Background: an optimization exercise with open tools, aiming at small area and a short achievable clock period. Do not read the settings as production practice.
Function was checked by simulation only, so behaviour that the tests miss may differ from the original.
Power figures rest on the tool's default switching activity, not on a simulated workload.

`run.sh`:
```
#!/bin/bash
# synth_recipe.tcl (not shown) runs the flow's synth.tcl, then flattens the netlist and writes it again
# the make line also repeats each setting of config.mk as NAME=value (left out here)
make -C /OpenROAD-flow-scripts/flow DESIGN_CONFIG=/design/flow/config.mk WORK_HOME=/design/flow/orfs CLKGATE_MAP_FILE= SYNTH_SCRIPT=/design/flow/synth_recipe.tcl finish
```
`config.mk`:
```
export PLATFORM = sky130hd
export DESIGN_NAME = top
export DESIGN_NICKNAME = top
export VERILOG_FILES = /design/flow/design.v
export SDC_FILE = /design/flow/constraint.sdc
export NUM_CORES = 4
export LEC_CHECK = 0
export CAP_MARGIN = 20
export CORE_MARGIN = 2
export CORE_UTILIZATION = 40
export SLEW_MARGIN = 20
```
`constraint.sdc`:
```
create_clock -name core_clock -period 10.0 [get_ports {clk}]
set_input_delay 2.0000 -clock core_clock [delete_from_list [all_inputs] [get_ports {clk}]]
set_output_delay 2.0000 -clock core_clock [all_outputs]
set_load 0.01 [all_outputs]
```
`design.v`:
```
module top (
    input clk,
    input rst_n,
    input vld_in,
    input [31:0] x,
    output reg vld_out,
    output reg [16:0] y
);
    parameter d_width = 32;
    parameter q_width = 16;
    reg     [d_width-1:0] D     [q_width:1]; 
    reg     [q_width-1:0] Q_z   [q_width:1]; 
    reg     [q_width-1:0] Q_q   [q_width:1]; 
    reg     valid_flag          [q_width:1]; 
    always@(posedge clk or negedge  rst_n)begin
        if(!rst_n)begin
            D[q_width] <= 0;
            Q_z[q_width] <= 0;
            Q_q[q_width] <= 0;
            valid_flag[q_width] <= 0;
        end else if(vld_in) begin
            D[q_width] <= x; 
            Q_z[q_width] <= {1'b1,{(q_width-1){1'b0}}}; 
            Q_q[q_width] <= 0; 
            valid_flag[q_width] <= 1;
        end else begin
            D[q_width] <= 0;
            Q_z[q_width] <= 0;
            Q_q[q_width] <= 0;
            valid_flag[q_width] <= 0;
        end 
    end
generate
genvar i; 
    for(i=q_width-1;i>=1;i=i-1)begin:U
        always@(posedge clk or negedge  rst_n)begin
            if(!rst_n)begin
                D[i] <= 0;
                Q_z[i] <= 0;
                Q_q[i] <= 0;
                valid_flag[i] <= 0;
            end else if(valid_flag[i+1])begin
                if(Q_z[i+1]*Q_z[i+1] > D[i+1]) begin
                    Q_z[i] <= {Q_q[i+1][q_width-1:i],1'b1,{{i-1}{1'b0}}};
                    Q_q[i] <= Q_q[i+1];
                end else begin
                    Q_z[i] <= {Q_z[i+1][q_width-1:i],1'b1,{{i-1}{1'b0}}};
                    Q_q[i] <= Q_z[i+1];
                end
                D[i] <= D[i+1];
                valid_flag[i] <= 1;
            end else begin
                valid_flag[i] <= 0;
                D[i] <= 0;
                Q_q[i] <= 0;
                Q_z[i] <= 0;
            end
        end
    end
endgenerate
    always@(posedge clk or negedge  rst_n) begin
        if(!rst_n) begin
            y <= 0;
            vld_out <= 0;
        end else if(valid_flag[1]) begin
            if(Q_z[1]*Q_z[1] > D[1]) begin
                y <= Q_q[1];
                vld_out <= 1;
            end else begin
                y <= {Q_q[1][q_width-1:1],Q_z[1][0]};
                vld_out <= 1;
             end
        end
        else begin
            y <= 0;
            vld_out <= 0;
         end
    end
endmodule
```
==> results.yml <==
placement:
  place_inst: 9223
  place_congestion: 0.868
  dp_hpwl_mm: 123
  port_buffers: 51
  place_area_um2: 72500
cts:
  cts_setup_buffers: 0
  clockBufferDepth: 3
  clkSinkCount: 665
  hold_buffers: 0
  clock_latency_ns: 0.71
  tritoncts: "built"
  clk_pin_slew_ns: 0.06
  cts_max_level: 3
  cts-root-buf: "clkbuf_16"
  cts_made_buffers: 78
  cts_resized: 0
power:
  p_leak_uw: 0.0430
  intPower_uw: 5020
  pwr-share-comb_pct: 14.5
  peakVddDrop_mv: 0.130
  switchingPower_uw: 2010
  powerDensity_nw_per_um2: 93.2
  p_sw_share_pct: 28.6
  clock_power_share_pct: 43.6
  seq_power_share_pct: 41.9
  power.total_uw: 7020
route:
  finalWirelength_mm: 151
  postRouteAntennaNets: 0
  drt_iter0_drc: 1989
  drcViolationCount: 0
  vias: 45215
  drt-pass1-iter-count: 7
  vias_per_cell: 4.83
  routedWlPerCell_um: 16.1
critical_path:
  cp_max_fo: 22
  cpPeakStageDelay_ns: 0.83
  path_buf_inv: 4
  slowest_stage: "dfrtp_1"
  arrival_ns: 8.56
  crit_path_frequent_cell: "fa_1"
  crit_family: "adder cells"
  crit_path_end_kind: "flip-flop"
  cp-start-kind: "flip-flop"
  criticalPathCategory: "reg -> reg"
  cp.required_ns: 10.57
global_routing:
  grt_pass1_wl_mm: 258
  grt_max_degree: 183
  grt.overflow.total: 0
  grt.total_usage_pct: 17.7
  grt_pass1_vias: 49722
  antenna_found_initial: 2
floorplan:
  die_area_um2: 178000
  ioPinCount: 53
  row_count: 153
  fp.coreArea_um2: 173000
  die_w_um: 421
  start_util_pct: 40.2
  die_h_um: 421
logic_synthesis:
  synth_warnings: 5
  synth_ff_type: "dfrtp_1"
  synth_area_leader_cell: "dfrtp_1"
  synth.most_common_cell: "inv_1"
  synth_edf_count: 0
  ys_seq_area_share_pct: 23.9
  postSynthAreaPerCell_um2: 9.92
  synth_top_area_share_pct: 23.9
  synth_area_um2: 69700
  synth_cell_types: 74
  synthTopCellsByArea: "dfrtp_1, fa_1, ha_1"
  synth-seq-cells: 665
  synth_common_cells: "inv_1, ha_1, and2_1"
  syn_inst: 7019
  async_flop_share_pct: 100
cells_and_area:
  postLayoutCoreUtil_pct: 43.4
  drive_gt1_share_pct: 2.70
  n_antenna_cell: 0
  stdcell_area_um2: 75400
  fin_nets: 8915
  syn2layout_area_growth_pct: 8.17
  fin_cells: 9365
sta:
  setup_viol: 0
  slew_headroom_pct: 28.8
  hold_viol: 0
  min_period_ns: 7.99
  skew_ns: 0.0597
  fmaxAchievable_ghz: 0.125
  drv_slew: 0
  period_share_pct: 79.9
  rsz0062_at_grt: "false"
  worstMarginPinSlew_ns: 1.07
  setup-tns-final_ns: 0
run_status:
  status: "complete, no violations"
min_path:
  holdCritPathClass: "reg -> reg"
flow_run:
  cap_violations: 0
## worst register-to-register path, cell delays in order (launching register included)
cell and delay, ns:
dfrtp_1 0.83, and2_1 0.26, inv_1 0.06, fa_1 0.54, fa_1 0.55, inv_1 0.05, fa_1 0.50, fa_1 0.58
fa_1 0.59, inv_1 0.06, fa_1 0.59, inv_1 0.06, ha_1 0.37, a21o_1 0.21, a21o_1 0.18, a21oi_1 0.14
o31ai_1 0.14, o31ai_1 0.49, o21ai_0 0.21, xnor2_1 0.17, ha_1 0.31, nand4_1 0.14, or4_1 0.53, o211ai_1 0.11
a21oi_1 0.07, a21o_1 0.17
## layout make-up
cell class | instances | area, um^2
clock buffer | 102 | 2140
clock inverter | 40 | 669
fill | 16714 | 98100
inverter | 1457 | 5470
multi-input combinational | 4707 | 46800
sequential | 665 | 16600
tap | 2325 | 2910
timing repair buffer | 69 | 688
## per-stage QoR
step / setup WS, ns / hold slack [ns]
floorplan: 2.96 / 0.399
global placement: 2.07 / 0.469
detailed placement: 1.95 / 0.472
CTS: 1.96 / 0.463
global route: 1.55 / 0.486
finish: 2.01 / 0.466
## metal layers
metal / global-route usage, % / wire (um)
met3: 1.78 / 3830
met4: 4.80 / 3860
met1: 23.8 / 69400
met2: 30.4 / 73500
met5: 0 / 0
## power groups by stage
| stage | logic (uW) | registers, uW | clock network [uW] |
|---|---|---|---|
| after floorplan | 756 | 2860 | 0 |
| after global placement | 996 | 2990 | 0 |
| after detailed placement | 1020 | 3000 | 0 |
| after CTS | 1030 | 2950 | 3140 |
| after global routing | 1180 | 2960 | 3250 |
| final | 1020 | 2950 | 3060 |
## final timing paths
check,startpoint,to,slack [ns],cells after the start
min reg2reg,D[6][7],D[5][7],0.47,1
min,D[6][7],D[5][7],0.47,1
max in group asynchronous,rst_n,y[14],7.00,2
max reg2reg,Q_z[2][1],Q_z[1][1],2.01,25
max,Q_z[2][1],Q_z[1][1],2.01,25
min in group asynchronous,rst_n,Q_z[8][15],1.34,1
## registers in the layout (all words and copies together) (netlist names)
register and count:
Q_q 1, y 16, Q_z 134, D 512, vld_out 1, valid_flag 1
## cell families after synthesis
group,synth area share (%)
muxes,0.253
DFF,23.9
xor gates and xnor gates,3.11
and+or+nand+nor,14.7
AOI/OAI and AO/OA,6.41
adders and majority gates,42.8
buffers and inverters,8.89
other,0.00538
## cells in the final DEF (no fill, tap or decap), drive strengths merged, types with 57 or more instances in the layout
cell type / n
a21oi: 221
clkbuf: 102
nor2: 156
dfrtp: 665
xor2: 57
nand4: 65
a21o: 157
o21ai: 126
nor2b: 80
ha: 1106
inv: 1463
and2: 899
xnor2: 190
nand2: 377
fa: 796

separate check: timing with driven ports:
In the flow no input, the clock included, has a driving cell. The finished layout below was timed again as built, in two steps.
Step 1: set_driving_cell puts a clkbuf_16 on clk and a buf_2 on each other input, an assumption about the parent block.
Step 2 adds t to the input delays and takes it off the output delays; t is the mean of the earliest and latest rising clock arrival at the registers after step 1. Input paths then give back, and output paths get back, about the clock's delay inside the block.
Slacks: ideal ports / drivers / drivers and shift; pairs: ideal ports / drivers.
t (ns): 0.754
setup WS [ns]: 2.012 / 2.012 / 2.012
worst data-port slew with drivers (ns): 0.08
After both steps setup and hold are still met in this run. The setup slack of this run moves by 0.000 ns with the drivers and by 0.000 ns with both steps.
